Source: an optimization exercise on an open RTL-to-GDS flow (aim: small area, a short achievable clock period and few clock cycles). Production flows keep margins and buffers that such runs may drop. Only simulation tests tie the RTL to the original design; equivalence was not proved. Power is estimated from default activity; no workload was simulated.

==> flow/design.v (outline; a module is shown in full before it is edited, if it fits) <==
// module MatrixMultUnit: 246 lines
// module mmu_mac: 1761 lines
// module mmu_fa: 4 lines
// module mmu_booth_enc: 51 lines
// module mmu_bsel: 3 lines
// module mmu_han: 4 lines
module MatrixMultUnit(
  input  wire reset_n,
  input  wire clk,
  input  wire dut_valid,
  output wire dut_ready,
  output wire        dut__tb__sram_input_write_enable,
  output wire [15:0] dut__tb__sram_input_write_address,
  output wire [31:0] dut__tb__sram_input_write_data,
  output wire [15:0] dut__tb__sram_input_read_address,
  input  wire [31:0] tb__dut__sram_input_read_data,
  output wire        dut__tb__sram_weight_write_enable,
  output wire [15:0] dut__tb__sram_weight_write_address,
  output wire [31:0] dut__tb__sram_weight_write_data,
  output wire [15:0] dut__tb__sram_weight_read_address,
  input  wire [31:0] tb__dut__sram_weight_read_data,
  output wire        dut__tb__sram_result_write_enable,
  output wire [15:0] dut__tb__sram_result_write_address,
  output wire [31:0] dut__tb__sram_result_write_data,
  output wire [15:0] dut__tb__sram_result_read_address,
  input  wire [31:0] tb__dut__sram_result_read_data,
  output wire        dut__tb__sram_scratchpad_write_enable,
  output wire [15:0] dut__tb__sram_scratchpad_write_address,
  output wire [31:0] dut__tb__sram_scratchpad_write_data,
  output wire [15:0] dut__tb__sram_scratchpad_read_address,
  input  wire [31:0] tb__dut__sram_scratchpad_read_data
);
  // ...
==> flow/flow/run.sh <==
#!/bin/bash
# The standard layout (standard synthesis included), with timing repair
# aiming at 6.85 ns of setup slack instead of 0.
set -euo pipefail
bash standard.sh SETUP_SLACK_MARGIN=6.85 finish > standard_flow.log 2>&1
==> flow/standard.sh <==
#!/bin/bash
# synth_recipe.tcl (not shown) runs the flow's synth.tcl, then flattens the netlist and writes it again
# the make line also repeats each setting of config.mk as NAME=value (left out here)
make -C /OpenROAD-flow-scripts/flow DESIGN_CONFIG=/design/flow/config.mk WORK_HOME=/design/flow/orfs CLKGATE_MAP_FILE= SYNTH_SCRIPT=/design/flow/synth_recipe.tcl "${@:-finish}"
==> flow/config.mk <==
export PLATFORM = sky130hd
export DESIGN_NAME = MatrixMultUnit
export DESIGN_NICKNAME = MatrixMultUnit
export VERILOG_FILES = /design/flow/design.v
export SDC_FILE = /design/flow/constraint.sdc
export NUM_CORES = 4
export LEC_CHECK = 0
export ABC_AREA = 1
export CAP_MARGIN = 20
export CORE_MARGIN = 2
export CORE_UTILIZATION = 65
export SLEW_MARGIN = 20
export SYNTH_HIERARCHICAL = 1
==> flow/constraint.sdc <==
create_clock -name core_clock -period 10.0 [get_ports {clk}]
set_input_delay 2.0000 -clock core_clock [delete_from_list [all_inputs] [get_ports {clk}]]
set_output_delay 2.0000 -clock core_clock [all_outputs]
set_load 0.01 [all_outputs]
==> results.yml, run 1 <==
status:
  status: "finished clean"
min_path:
  hold_path_end: "first3$_DFF_P_"
run:
  max_cap_viol_count: 0
global_routing:
  grt_usage: 0.359
  overflow: 0
  grt_pass1_vias: 29200
worst_setup_path:
  timing.rr.start: "op_a[20]$_DFF_P_"
  cp-end-kind: "output pin"
  r2r-end: "u_mac.q31_3$_DFF_P_"
yosys:
  synthTopCellsByArea: "nand2_1 (22%), dfxtp_1 (20%), fa_1 (15%)"
  synth.top_cell.area_share: 0.221
  netlist_area_sq_um: 34100
  ys.flop_type: "dfxtp_1"
  yosys.area_share.simple: 0.321
  synthCells: 4829
  ys_types: 52
power_and_ir_drop:
  internal-power_mw: 8.23
  switching_share: 0.490
  pg_clk_mw: 1.82
  p_total_mw: 16.1
floorplanning:
  die-area_sq_um: 54200
cells_and_area:
  drive_gt1_frac: 0.0977
  syn_to_final_growth_pct: 12.6
  n_all_buffers: 339
clock_network:
  cts_resized: 628
Testbench counts, summed over its fixed seeds: cycles 565,141.
==> run 2, diff against run 1 <==
--- a/flow/config.mk
+++ b/flow/config.mk
@@ -5,9 +5,10 @@
 export SDC_FILE = /design/flow/constraint.sdc
 export NUM_CORES = 4
 export LEC_CHECK = 0
-export ABC_AREA = 1
 export CAP_MARGIN = 20
 export CORE_MARGIN = 2
 export CORE_UTILIZATION = 65
+export CTS_CLUSTER_DIAMETER = 60
+export CTS_CLUSTER_SIZE = 25
 export SLEW_MARGIN = 20
 export SYNTH_HIERARCHICAL = 1
==> run 2 against run 1 <==
Still clean on timing, DRC and antenna. Via count down 27%. Register-to-register slack worse by 0.04 ns. Utilization up 0.60 points. Final area shrank 7.0%. Non-clock buffer count rose by 39. Die area shrank 8.2%. Synthesized area down 8.3%. First-iteration DRC count fell by 28%. Combinational power fell by 48%. Largest power group unchanged.
==> results.yml, run 2 <==
yosys:
  synth_area_per_cell_sq_um: 10.9
  netlist_area_sq_um: 31200
  ys_top_cells_by_count: "dfxtp_1 (345), xor2_1 (333), a22oi_2 (272)"
  synthTopCellsByArea: "dfxtp_1 (22%), fa_1 (17%), a22oi_2 (11%)"
  synthCells: 2864
  ys_seq_area_frac: 0.305
  async_flop_share: 0.0208
  ys_types: 87
  ys.flop_type: "dfxtp_1"
  synth_edf_count: 79
  synth.most_common_cell: "dfxtp_1"
  synth.top_cell.area_share: 0.221
  yosys_warnings: 8
  yosys.area.top_type: "dfxtp_1"
  synth-seq-cells: 433
cells_and_area:
  fillers: 3356
  diodes: 0
  final_cell_mix: "xor2_1 (332), a22oi_2 (272), fa_1 (258)"
  drive_gt1_frac: 0.272
  final_nets: 3628
  final_common_cell: "xor2_1"
  syn_to_final_growth_pct: 14.3
  final_core_util: 0.750
  stdcell_count: 3788
  final_area_sq_um: 35700
worst_setup_path:
  crit_path_start_kind: "flip-flop"
  path_buf_inv: 1
  cp_slowest_stage_delay_ns: 0.33
  cp-end-kind: "output pin"
  cp_slowest_cell: "dfxtp_1"
  crit_family: "flip-flops"
  arrival_ns: 1.17
  path_class: "reg -> out"
  cp_max_fo: 2
  crit_chain: "dlygate4sd2_1"
  crit_required_ns: 8.00
sta:
  fmaxAchievable_mhz: 316
  setup_viol: 0
  skew_ns: 0.0450
  rsz0062_at_grt: "true"
  fin_crit_sh: 0.317
  slew_headroom: 0.232
  final.setup.tns_ns: 0
  tightestPinTransition_ns: 1.15
  layout_min_cycle_time_ns: 3.17
  hold_viol_final: 0
  finalMaxSlewViolations: 0
placement:
  dp_cells: 3629
  dpl_cell_area_sq_um: 33500
  dp.final_hpwl_mm: 60.1
  gp_congestion: 0.945
  portBuffers: 265
clock_network:
  clk_latency_ns: 0.60
  ctsHoldBuffers: 0
  cts.sinks: 433
  numCtsBuffers: 37
  clkSlewWorstSetupHoldPaths_ns: 0.09
  cts_buffer_depth: 3
  cts_tree: "done"
  h-tree-depth: 2
  clockRootBuffer: "clkbuf_16"
route:
  routed_wl_mm: 84.8
  wire_per_inst_um: 22.4
  drt-pass1-iter-count: 7
  routed_via_density: 5.96
  route.vias.total: 22600
  drtIter0Drc: 1978
  ant_nets: 0
  drc: 0
status:
  status: "finished clean"
floorplanning:
  die_y_um: 223
  design.portCount: 392
  core_area_sq_um: 47500
  initial_utilization: 0.656
  die_w_um: 223
  rows: 80
  die-area_sq_um: 49800
global_routing:
  grt_pass1_wl_mm: 132
  antenna_found_initial: 0
  grt_pass1_vias: 23600
  grt_usage: 0.343
  grt_max_degree: 65
  overflow: 0
power_and_ir_drop:
  pwr_density_cell_nw_per_um2: 279
  p_leak_nw: 14.7
  ir_drop_mv: 0.383
run:
  max_cap_viol_count: 0
min_path:
  hp-class: "reg -> reg"
[run 2: cell types whose count changed after synthesis, moves of 60 or more]
cell     change
xor2_1     +271
nor2_1      -60
nand3_1    -411
inv_1      -521
a22oi_2    +272
nand2_1   -1903
[run 2: worst paths after layout]
kind	from	slack, ns	endpoint	depth (start not counted)
max	u_mac.acc[5]$_DFF_P_	6.83	dut__tb__sram_scratchpad_write_data[5]	1
min	first2$_DFF_P_	0.34	first3$_DFF_P_	0
max reg2reg	op_neg[0]$_DFF_P_	6.89	u_mac.q31_3$_DFF_P_	9
min reg2reg	first2$_DFF_P_	0.34	first3$_DFF_P_	0
max in group asynchronous	reset_n	7.93	we$_DFF_PN0_	1
min in group asynchronous	reset_n	1.73	last1$_DFF_PN0_	1
[run 2: what timing repair did]
item,in CTS,in global routing
setup endpoints to repair,187,68
pin swaps,0,2
buffers inserted,68,23
gates resized for setup,592,54
[run 2: area by class of cell]
| cell class | instances | area [sq um] | share of cell area |
|---|---|---|---|
| repair buffers | 378 | 3300 | 0.0926 |
| clock buffers | 42 | 997 | 0.0280 |
| multi-input cells | 2054 | 19500 | 0.548 |
| inverters | 240 | 906 | 0.0254 |
| clock inverters | 26 | 350 | 0.00982 |
| well taps | 615 | 769 | 0.0216 |
| flip-flops and latches | 433 | 9790 | 0.275 |
[run 2: where the power goes]
group | switching [mW] | internal [mW]
Sequential | 0.402 | 2.44
Clock | 0.791 | 0.810
Combinational | 2.98 | 2.52
Total | 4.18 | 5.77
[run 2: cells by family (layout without fill, tap and decap cells)]
kind of cell               count (synthesis)  in the layout  synth area share
other                                      2            142          0.000241
adders and majority gates                353            353             0.204
buffers and inverters                    517            686            0.0886
muxes                                     98             98            0.0344
xor gates and xnor gates                 419            419             0.118
DFF                                      433            433             0.305
and+or+nand+nor                          455            455            0.0755
AOI/OAI and AO/OA                        587            587             0.175
[run 2: Yosys stat by module (local to each module, per instance)]
module          times used  cells inside  flip-flops and latches  cell area [sq um]
mmu_han                 32             5                       0               27.5
mmu_booth_enc            1            78                       0                544
mmu_mac                  1           631                     215               6960
mmu_bsel               272             2                       0               21.3
mmu_fa                 255             1                       0               20.0
MatrixMultUnit           1          1196                     218              11900
[run 2: stage by stage]
stage | hold WS (ns) | setup WS [ns] | total power, mW
after CTS | 0.341 | 6.80 | 9.98
after detailed placement | 0.314 | 5.99 | 8.34
final | 0.337 | 6.83 | 9.95
after global routing | 0.355 | 6.78 | 10.7
after floorplan | 0.310 | 6.85 | 6.57
after global placement | 0.311 | 6.17 | 8.04
[run 2: layer usage]
metal	up-vias	wire length, um	global-route usage
met4	0	4550	0.170
met1	11300	32300	0.419
met2	999	42000	0.592
met3	225	5960	0.0527
met5	-	0	0
li1	10100	-	-
==> run 3, diff against run 2 <==
--- a/flow/config.mk
+++ b/flow/config.mk
@@ -5,10 +5,9 @@
 export SDC_FILE = /design/flow/constraint.sdc
 export NUM_CORES = 4
 export LEC_CHECK = 0
+export ABC_CLOCK_PERIOD_IN_PS = 3000
 export CAP_MARGIN = 20
 export CORE_MARGIN = 2
 export CORE_UTILIZATION = 65
-export CTS_CLUSTER_DIAMETER = 60
-export CTS_CLUSTER_SIZE = 25
 export SLEW_MARGIN = 20
 export SYNTH_HIERARCHICAL = 1
==> run 3 against run 2 <==
Still clean on timing, DRC and antenna. Critical path depth increased by 1. Routed wire length decreased by 0.22%. Count of clock-buffer cells in the layout increased by 23. Combinational power decreased by 1%. Synthesized area unchanged. Clock skew decreased by 0.021 ns. Flip-flop and latch count unchanged. Final area about the same. Synthesized cell count unchanged. Critical endpoint is now dut_ready. Largest cell class unchanged.
==> results.yml, run 3 <==
worst_setup_path:
  regToRegSetupSlack_ns: 6.88
  path_class: "reg -> out"
  cp_max_fo: 2
  arrival_ns: 1.15
  cp-end-kind: "output pin"
  crit_required_ns: 8.00
  crit_path_start_kind: "flip-flop"
power_and_ir_drop:
  seqPwrFrac: 0.281
  ir_drop_mv: 0.411
  clkPwrFrac: 0.181
  switching_share: 0.410
  p_leak_nw: 14.8
  p_total_mw: 10.1
  combPwrFrac: 0.538
  switchingPower_mw: 4.15
  pwr_density_cell_nw_per_um2: 284
  internal-power_mw: 5.97
run:
  max_cap_viol_count: 0
clock_network:
  ctsHoldBuffers: 0
  cts_tree: "done"
  numCtsBuffers: 48
  cts.sinks: 433
  clockRootBuffer: "clkbuf_16"
  clkSlewWorstSetupHoldPaths_ns: 0.06
  cts_buffer_depth: 3
  h-tree-depth: 2
  clk_latency_ns: 0.60
route:
  routed_wl_mm: 84.6
  route.vias.total: 22500
  ant_nets: 0
  wire_per_inst_um: 22.3
  drt-pass1-iter-count: 5
  routed_via_density: 5.92
  drtIter0Drc: 1808
  drc: 0
cells_and_area:
  drive_gt1_frac: 0.267
  final_core_util: 0.750
  final_nets: 3629
  final_cell_mix: "xor2_1 (332), a22oi_2 (272), fa_1 (259)"
  fillers: 3325
  syn_to_final_growth_pct: 14.2
  diodes: 0
  final_common_cell: "xor2_1"
  seq_area_sq_um: 9760
  multi_input_area_sq_um: 19500
global_routing:
  grt_pass1_wl_mm: 131
  grt_pass1_vias: 23500
  grt_max_degree: 65
  grt_usage: 0.342
  overflow: 0
  antenna_found_initial: 0
yosys:
  async_flop_share: 0.0208
  ys_seq_area_frac: 0.305
  synth_area_per_cell_sq_um: 10.9
  synth-seq-cells: 433
  synth_edf_count: 79
  synthTopCellsByArea: "dfxtp_1 (22%), fa_1 (17%), a22oi_2 (11%)"
  yosys.area.top_type: "dfxtp_1"
  synth.most_common_cell: "dfxtp_1"
  ys_types: 87
  yosys_warnings: 8
  ys.flop_type: "dfxtp_1"
  ys_top_cells_by_count: "dfxtp_1 (345), xor2_1 (333), a22oi_2 (272)"
  netlist_area_sq_um: 31200
  synthCells: 2864
  synth.top_cell.area_share: 0.221
sta:
  setup_viol: 0
  fmaxAchievable_mhz: 317
  rsz0062_at_grt: "true"
  slew_headroom: 0.291
  hold_viol_final: 0
  final.setup.tns_ns: 0
  skew_ns: 0.0241
  finalMaxSlewViolations: 0
  tightestPinTransition_ns: 1.06
  fin_crit_sh: 0.315
  layout_min_cycle_time_ns: 3.15
floorplanning:
  rows: 80
  design.portCount: 392
  die_y_um: 223
  die_w_um: 223
  die-area_sq_um: 49800
  initial_utilization: 0.656
  core_area_sq_um: 47500
placement:
  portBuffers: 265
  gp_congestion: 0.945
  dp.final_hpwl_mm: 60.1
status:
  status: "finished clean"
min_path:
  hp-class: "reg -> reg"
## run 3: cell counts after synthesis
No cell type changed its count.
## run 3: Yosys stat by module (local to each module, per instance)
| module | cells | times used | flops+latches |
|---|---|---|---|
| mmu_han | 5 | 32 | 0 |
| mmu_booth_enc | 78 | 1 | 0 |
| mmu_bsel | 2 | 272 | 0 |
| mmu_fa | 1 | 255 | 0 |
| mmu_mac | 631 | 1 | 215 |
| MatrixMultUnit | 1196 | 1 | 218 |
## run 3: repair_timing
item                       CTS  global route
pin swaps                    0             1
buffers inserted            55            26
gates resized for setup    633            28
setup endpoints to repair  185            48
## run 3: through the flow
step / instance area [sq um] / hold slack, ns / std cells / setup slack (ns)
after global placement: 33500 / 0.311 / 3629 / 6.17
after detailed placement: 33500 / 0.314 / 3629 / 5.99
after floorplan: 31800 / 0.310 / 3004 / 6.85
after CTS: 35400 / 0.334 / 3773 / 6.78
after global routing: 35700 / 0.352 / 3799 / 6.73
final: 35700 / 0.329 / 3799 / 6.85
## run 3: logic make-up (layout without fill, tap and decap cells)
group,after synthesis,in the layout,synth area share
buf+inv,517,697,0.0886
xor+xnor,419,419,0.118
compound gates,587,587,0.175
simple gates,455,455,0.0755
fa+ha+maj,353,353,0.204
mux,98,98,0.0344
flops,433,433,0.305
other cells,2,142,0.000241
## run 3: final cells by class
| class | instances | share of cell area |
|---|---|---|
| Timing Repair Buffer | 368 | 0.0854 |
| Multi-Input combinational cell | 2054 | 0.548 |
| Clock inverter | 24 | 0.00656 |
| Tap cell | 615 | 0.0216 |
| Clock buffer | 65 | 0.0395 |
| Inverter | 240 | 0.0254 |
| Sequential cell | 433 | 0.274 |
## run 3: metal layers
metal  vias up  global-route usage  wire, um
li1      10100                   -         -
met1     11200               0.420     32300
met2      1020               0.583     41700
met3       215              0.0639      6230
met4         0               0.163      4320
met5         -                   0         0
## run 3: final timing paths
path | from | end | cells past startpoint
hold reg to reg | first1$_DFF_P_ | first2$_DFF_P_ | 0
hold / removal | first1$_DFF_P_ | first2$_DFF_P_ | 0
min in group asynchronous | reset_n | state[0]$_DFFE_PN0P_ | 1
max in group asynchronous | reset_n | last4$_DFF_PN0_ | 1
setup reg to reg | op_a[27]$_DFF_P_ | u_mac.q31_3$_DFF_P_ | 10
setup / recovery | busy$_DFFE_PN0P_ | dut_ready | 2
## run 3: power by group through the flow
| stage | clock (mW) | combinational, mW | sequential (mW) |
|---|---|---|---|
| floorplan | 0 | 3.72 | 2.85 |
| global placement | 0 | 5.13 | 2.90 |
| detailed placement | 0 | 5.41 | 2.93 |
| CTS | 1.86 | 5.42 | 2.86 |
| global route | 1.92 | 6.08 | 2.90 |
| finish | 1.84 | 5.44 | 2.84 |
## run 3: worst max-delay path, stage by stage (launching register included)
cell     delay (ns)
dfrtp_1        0.39
inv_2          0.08
buf_6          0.10
==> run 4, diff against run 3 <==
==> flow/flow/run.sh (replaced) <==
#!/bin/bash
# The standard layout (standard synthesis included), with timing repair
# aiming at 6.95 ns of setup slack instead of 0.
set -euo pipefail
bash standard.sh SETUP_SLACK_MARGIN=6.95 finish > standard_flow.log 2>&1
==> run 4 against run 3 <==
Clock power about the same. Worst hold slack got worse by 0.0038 ns. Largest cell class unchanged. Maximum frequency decreased by 0.48%. Non-clock buffer count increased by 31. Register-to-register slack improved by 0.09 ns. Final area increased by 3.0%.
==> results.yml, run 4 <==
floorplanning:
  design.portCount: 392
  die_w_um: 223
  die-area_sq_um: 49800
  initial_utilization: 0.656
  core_area_sq_um: 47500
  die_y_um: 223
  rows: 80
yosys:
  ys.flop_type: "dfxtp_1"
  ys_top_cells_by_count: "dfxtp_1 (345), xor2_1 (333), a22oi_2 (272)"
  synth-seq-cells: 433
  netlist_area_sq_um: 31200
  synth_area_per_cell_sq_um: 10.9
  async_flop_share: 0.0208
  synthCells: 2864
  ys_seq_area_frac: 0.305
  ys_types: 87
  yosys.area.top_type: "dfxtp_1"
  yosys_warnings: 8
  synth_edf_count: 79
  synth.top_cell.area_share: 0.221
  synthTopCellsByArea: "dfxtp_1 (22%), fa_1 (17%), a22oi_2 (11%)"
  synth.most_common_cell: "dfxtp_1"
power_and_ir_drop:
  combPwrFrac: 0.550
  ir_drop_mv: 0.402
  p_leak_nw: 15.1
  switchingPower_mw: 4.25
  internal-power_mw: 6.25
  clkPwrFrac: 0.173
  switching_share: 0.405
  pwr_density_cell_nw_per_um2: 286
  seqPwrFrac: 0.277
sta:
  slew_headroom: 0.298
  holdWs_ns: 0.325
  rsz0062_at_grt: "true"
  skew_ns: 0.0196
  hold_viol_final: 0
  fin_crit_sh: 0.317
  finalMaxSlewViolations: 0
  final.setup.tns_ns: 0
  layout_min_cycle_time_ns: 3.17
  fmaxAchievable_mhz: 316
  setup_viol: 0
  tightestPinTransition_ns: 1.05
worst_setup_path:
  cp_slowest_cell: "dfrtp_1"
  regToRegSetupSlack_ns: 6.97
  cp_max_fo: 2
  cp-end-kind: "output pin"
  crit_family: "flip-flops"
  crit_chain: "inv_2 -> buf_6"
  arrival_ns: 1.17
  crit_required_ns: 8.00
  cp_slowest_stage_delay_ns: 0.39
  path_buf_inv: 2
  path_class: "reg -> out"
  crit_path_start_kind: "flip-flop"
cells_and_area:
  final_area_sq_um: 36700
  diodes: 0
  drive_gt1_frac: 0.281
  final_common_cell: "xor2_1"
  final_cell_mix: "xor2_1 (333), a22oi_2 (272), fa_1 (257)"
  syn_to_final_growth_pct: 17.6
  final_nets: 3659
clock_network:
  ctsHoldBuffers: 0
  clockRootBuffer: "clkbuf_16"
  numCtsBuffers: 47
  clkSlewWorstSetupHoldPaths_ns: 0.06
  h-tree-depth: 2
  cts_tree: "done"
  clk_latency_ns: 0.61
  cts_buffer_depth: 3
  cts.sinks: 433
route:
  wire_per_inst_um: 22.7
  routed_wl_mm: 87.0
  ant_nets: 0
  drc: 0
  route.vias.total: 22800
  routed_via_density: 5.95
  drt-pass1-iter-count: 5
  drtIter0Drc: 1842
placement:
  gp_congestion: 0.923
  dp.final_hpwl_mm: 60.3
  dpl_cell_area_sq_um: 33500
  portBuffers: 265
global_routing:
  grt_usage: 0.349
  grt_pass1_vias: 23700
  antenna_found_initial: 0
  grt_pass1_wl_mm: 134
  overflow: 0
  grt_max_degree: 65
status:
  status: "finished clean"
run:
  max_cap_viol_count: 0
min_path:
  hp-class: "reg -> reg"
run 4: cell counts after synthesis:
Identical to the previous run, type by type.
run 4: repair_timing:
action / 4_1_cts / 5_1_grt
setup endpoints to repair: 194 / 179
buffers inserted: 71 / 44
resized for setup: 809 / 33
pin swaps: 0 / 15
run 4: worst paths after layout:
| path | endpoint | startpoint | cells past startpoint |
|---|---|---|---|
| min | first2$_DFF_P_ | first1$_DFF_P_ | 0 |
| max | dut_ready | busy$_DFFE_PN0P_ | 2 |
| max in group asynchronous | last2$_DFF_PN0_ | reset_n | 1 |
| min in group asynchronous | busy$_DFFE_PN0P_ | reset_n | 1 |
| max reg2reg | u_mac.q30_2$_DFF_P_ | op_one[10]$_DFF_P_ | 5 |
| min reg2reg | first2$_DFF_P_ | first1$_DFF_P_ | 0 |
run 4: cell type report:
type,instances,area [sq um]
clock buffer,66,1330
clock inverter,20,273
fill,3075,10800
inverter,240,908
multi-input combinational,2054,19600
sequential,433,9840
tap,615,769
timing repair buffer,399,4030
run 4: kinds of logic after synthesis:
family,Yosys count,synth area share
other,2,0.000241
AND/OR/NAND/NOR,455,0.0755
buffers and inverters,517,0.0886
flip-flops,433,0.305
adder cells (fa/ha/maj),353,0.204
XOR/XNOR,419,0.118
AO/OA/AOI/OAI,587,0.175
multiplexers,98,0.0344
run 4: power by group through the flow:
stage	clock (mW)	sequential [mW]	combinational, mW
2_1_floorplan	0	2.85	3.71
3_3_place_gp	0	2.92	5.13
3_5_place_dp	0	2.94	5.41
4_1_cts	1.84	2.91	5.69
5_1_grt	1.91	2.97	6.42
6_report	1.82	2.91	5.77
run 4: stage by stage:
step                       util  setup slack, ns  power (mW)  std cells
final                     0.772             6.83        10.5       3827
after global routing      0.772             6.81        11.3       3827
after CTS                 0.761             6.81        10.4       3783
after detailed placement  0.705             6.03        8.35       3626
after global placement    0.705             6.21        8.04       3626
after floorplan               -             6.90        6.56       3004
run 4: per-module statistics from Yosys, one instance, submodules excluded:
| module | cell area, sq um | flip-flops and latches | cells |
|---|---|---|---|
| mmu_bsel | 21.3 | 0 | 2 |
| mmu_mac | 6960 | 215 | 631 |
| MatrixMultUnit | 11900 | 218 | 1196 |
| mmu_han | 27.5 | 0 | 5 |
| mmu_booth_enc | 544 | 0 | 78 |
| mmu_fa | 20.0 | 0 | 1 |
run 4: per-layer routing:
layer / GRT usage / vias up / routed length [um]
met1: 0.422 / 11300 / 32300
met5: 0 / - / 0
met3: 0.0510 / 274 / 5830
met2: 0.610 / 1054 / 43800
li1: - / 10200 / -
met4: 0.175 / 0 / 4950
==> run 5, diff against run 4 <==
==> flow/run.sh (new file) <==
#!/bin/bash
# synth_recipe.tcl (not shown) runs the flow's synth.tcl, then flattens the netlist and writes it again
# the make line also repeats each setting of config.mk as NAME=value (left out here)
make -C /OpenROAD-flow-scripts/flow DESIGN_CONFIG=/design/flow/config.mk WORK_HOME=/design/flow/orfs CLKGATE_MAP_FILE= SYNTH_SCRIPT=/design/flow/synth_recipe.tcl finish
--- a/flow/config.mk
+++ b/flow/config.mk
@@ -5,9 +5,9 @@
 export SDC_FILE = /design/flow/constraint.sdc
 export NUM_CORES = 4
 export LEC_CHECK = 0
-export ABC_CLOCK_PERIOD_IN_PS = 3000
 export CAP_MARGIN = 20
 export CORE_MARGIN = 2
 export CORE_UTILIZATION = 65
+export SETUP_SLACK_MARGIN = 5
 export SLEW_MARGIN = 20
 export SYNTH_HIERARCHICAL = 1
removed: flow/flow/run.sh
removed: flow/standard.sh
==> run 5 against run 4 <==
Flip-flop and latch count unchanged. Setup slack worse by 0.92 ns. Utilization fell by 3.2 points. Clock power shrank 2%. Final area decreased by 4.1%. Count of clock-buffer cells in the layout shrank 1. Sequential share of layout area grew 0.24 points. Synthesized area stayed put. Power is 3.5% lower. Register-to-register slack worse by 1.1 ns. Sequential power down 3%. Maximum frequency shrank 23%.
==> results.yml, run 5 <==
placement:
  portBuffers: 265
  dp_cells: 3645
  dp.final_hpwl_mm: 59.0
  gp_congestion: 0.959
floorplanning:
  initial_utilization: 0.656
  die_y_um: 223
  die_w_um: 223
  die-area_sq_um: 49800
  rows: 80
  design.portCount: 392
  core_area_sq_um: 47500
route:
  wire_per_inst_um: 21.6
  route.vias.total: 22100
  drt-pass1-iter-count: 6
  drtIter0Drc: 1855
  drc: 0
  ant_nets: 0
  routed_via_density: 5.92
  routed_wl_mm: 80.6
clock_network:
  cts.sinks: 433
  clk_latency_ns: 0.59
  ctsHoldBuffers: 0
  numCtsBuffers: 47
  clockRootBuffer: "clkbuf_16"
  cts_buffer_depth: 3
  h-tree-depth: 2
  clkSlewWorstSetupHoldPaths_ns: 0.06
  post-cts-setup-buffers: 0
  cts_resized: 0
  cts_tree: "done"
worst_setup_path:
  reg2reg_depth: 7
  cp_slowest_cell: "a211oi_1"
  cp_slowest_stage_delay_ns: 0.75
  cp-end-kind: "flip-flop"
  regToRegSetupSlack_ns: 5.91
  timing.rr.start: "state[2]$_DFFE_PN0P_"
  r2r-end: "b_step[4]$_SDFFCE_PN0P_"
  path_class: "reg -> reg"
  crit_chain: "or3b_1 -> buf_4 -> clkinv_4 -> nand3_1 -> nor2_2 -> nor2_1 -> a211oi_1"
  cp_max_fo: 42
  arrival_ns: 4.30
  crit_path_start_kind: "flip-flop"
  crit_required_ns: 10.21
power_and_ir_drop:
  pwr_density_cell_nw_per_um2: 288
  p_total_mw: 10.1
  p_leak_nw: 14.2
  ir_drop_mv: 0.373
min_path:
  worstHoldPathCells: 0
  hp-start: "first1$_DFF_P_"
  hp-class: "reg -> reg"
  hold_path_end: "first2$_DFF_P_"
yosys:
  ys_seq_area_frac: 0.305
  ys_types: 87
  synth-seq-cells: 433
  synth.most_common_cell: "dfxtp_1"
  synthTopCellsByArea: "dfxtp_1 (22%), fa_1 (17%), a22oi_2 (11%)"
  synth.top_cell.area_share: 0.221
  yosys.area.top_type: "dfxtp_1"
  netlist_area_sq_um: 31200
  ys_top_cells_by_count: "dfxtp_1 (345), xor2_1 (333), a22oi_2 (272)"
  ys.flop_type: "dfxtp_1"
  synthCells: 2864
  async_flop_share: 0.0208
  synth_edf_count: 79
  synth_area_per_cell_sq_um: 10.9
  yosys_warnings: 8
sta:
  skew_ns: 0.0244
  setup_viol: 0
  fin_crit_sh: 0.409
  rsz0062_at_grt: "false"
  layout_min_cycle_time_ns: 4.09
  tightestPinTransition_ns: 1.15
  fmaxAchievable_mhz: 245
  slew_headroom: 0.235
  hold_viol_final: 0
  finalMaxSlewViolations: 0
  final.setup.tns_ns: 0
cells_and_area:
  final_cell_mix: "dfxtp_1 (336), xor2_1 (333), a22oi_2 (272)"
  drive_gt1_frac: 0.179
  final_nets: 3564
  final_core_util: 0.740
  diodes: 0
  syn_to_final_growth_pct: 12.8
  final_common_cell: "dfxtp_1"
  stdcell_count: 3731
global_routing:
  antenna_found_initial: 1
  overflow: 0
  grt_pass1_vias: 22900
  grt_max_degree: 65
  grt_pass1_wl_mm: 127
  grt_usage: 0.328
run:
  max_cap_viol_count: 0
status:
  status: "finished clean"
==> run 5: cell count changes in the layout (fill, tap and decap cells not counted), moves of 3 or more <==
cell / delta
dfxtp_1: +109
buf_16: -4
buf_4: -76
buf_6: -136
buf_12: -6
clkdlybuf4s50_1: +135
clkinv_2: +7
dfxtp_2: -35
clkinv_4: +3
clkbuf_1: -5
dfxtp_4: -74
buf_8: -6
==> run 5: worst max-delay path: cells and delay by family (launching register included) <==
kind / cells / cell delay (ns)
simple gates: 4 / 1.88
buf+inv: 2 / 0.54
compound gates: 1 / 0.75
flops: 1 / 0.53
==> run 5: report_power, final <==
group / switching (mW) / leakage, nW / internal [mW]
combinational: 2.91 / 9.66 / 2.60
sequential: 0.418 / 3.74 / 2.41
clock: 0.735 / 0.783 / 1.05
==> run 5: area by class of cell <==
class | instances | area [sq um]
multi-input cells | 2054 | 19500
fillers | 3342 | 12300
flip-flops and latches | 433 | 9520
repair buffers | 304 | 2950
clock buffers | 65 | 1390
inverters | 240 | 906
well taps | 615 | 769
clock inverters | 20 | 191
==> run 5: modules after synthesis, one instance, submodules excluded <==
module | cells inside | cell area, sq um | times used | flip-flops and latches
mmu_han | 5 | 27.5 | 32 | 0
mmu_bsel | 2 | 21.3 | 272 | 0
mmu_fa | 1 | 20.0 | 255 | 0
MatrixMultUnit | 1196 | 11900 | 1 | 218
mmu_mac | 631 | 6960 | 1 | 215
mmu_booth_enc | 78 | 544 | 1 | 0
==> run 5: worst max-delay path by stage <==
stage,cells after the start,endpoint,slack (ns),startpoint
finish,7,b_step[4]$_SDFFCE_PN0P_,5.91,state[2]$_DFFE_PN0P_
global route,7,b_step[4]$_SDFFCE_PN0P_,5.65,state[2]$_DFFE_PN0P_
CTS,7,tl[1]$_DFFE_PP_,5.90,state[2]$_DFFE_PN0P_
detailed placement,7,jl[1]$_DFFE_PP_,5.93,state[2]$_DFFE_PN0P_
global placement,7,jl[3]$_DFFE_PP_,6.14,state[2]$_DFFE_PN0P_
floorplan,10,u_mac.q31_3$_DFF_P_,6.16,op_one[0]$_DFF_P_
==> run 5: cells by family (layout without fill, tap and decap cells) <==
group                    count (synthesis)  after routing  synth area share
multiplexers                            98             98            0.0344
adder cells (fa/ha/maj)                353            353             0.204
AO/OA/AOI/OAI                          587            587             0.175
other                                    2            142          0.000241
XOR/XNOR                               419            419             0.118
AND/OR/NAND/NOR                        455            455            0.0755
flip-flops                             433            433             0.305
buffers and inverters                  517            629            0.0886
==> run 5: per-stage QoR <==
stage / setup WS (ns) / hold slack [ns] / instance area, sq um
final: 5.91 / 0.325 / 35200
after global routing: 5.65 / 0.344 / 35200
after CTS: 5.90 / 0.328 / 35200
after detailed placement: 5.93 / 0.314 / 33600
after global placement: 6.14 / 0.315 / 33600
after floorplan: 6.16 / 0.310 / 31700
==> run 5: metal layers <==
metal  track usage  vias to the layer above  wire [um]
met5             0                        -         13
met2         0.569                      967      40600
met1         0.402                    11000      31100
met4         0.130                        2       3210
met3        0.0655                      210       5640
li1              -                     9931          -

## separate check: timing with driven ports
The results above use ideal ports. As a check the final layouts listed here were re-extracted and re-timed, cells and wires unchanged. Step 1 (the two cells are an assumption about what drives the block):
set clk [get_ports {clk}]
set_driving_cell -lib_cell sky130_fd_sc_hd__clkbuf_16 $clk
set_driving_cell -lib_cell sky130_fd_sc_hd__buf_2 [delete_from_list [all_inputs] $clk]
Step 2, shift: input delay + t, output delay - t, t = (earliest + latest rising clock arrival at the registers) / 2. This alone moves slack from input paths to output paths. Slacks: no drivers / after step 1 / after step 2; pairs: no drivers / after step 1.
run | t, ns | setup WS [ns] | hold WS [ns] | clock arrival spread, ns
run 1 | 0.651 | 6.834 / 6.774 / 6.815 | 0.327 / 0.327 / 0.327 | 0.029 / 0.029
run 2 | 0.639 | 6.832 / 6.770 / 6.816 | 0.337 / 0.337 / 0.337 | 0.046 / 0.046
run 3 | 0.651 | 6.850 / 6.789 / 6.771 | 0.329 / 0.329 / 0.329 | 0.025 / 0.024
run 4 | 0.665 | 6.835 / 6.774 / 6.844 | 0.325 / 0.325 / 0.325 | 0.021 / 0.021
run 5 | 0.637 | 5.913 / 5.913 / 5.913 | 0.325 / 0.325 / 0.325 | 0.029 / 0.028
After both steps every run listed still meets setup and hold. The setup slack of run 3, which loses most, moves by -0.061 ns with the drivers and by -0.079 ns with both steps.
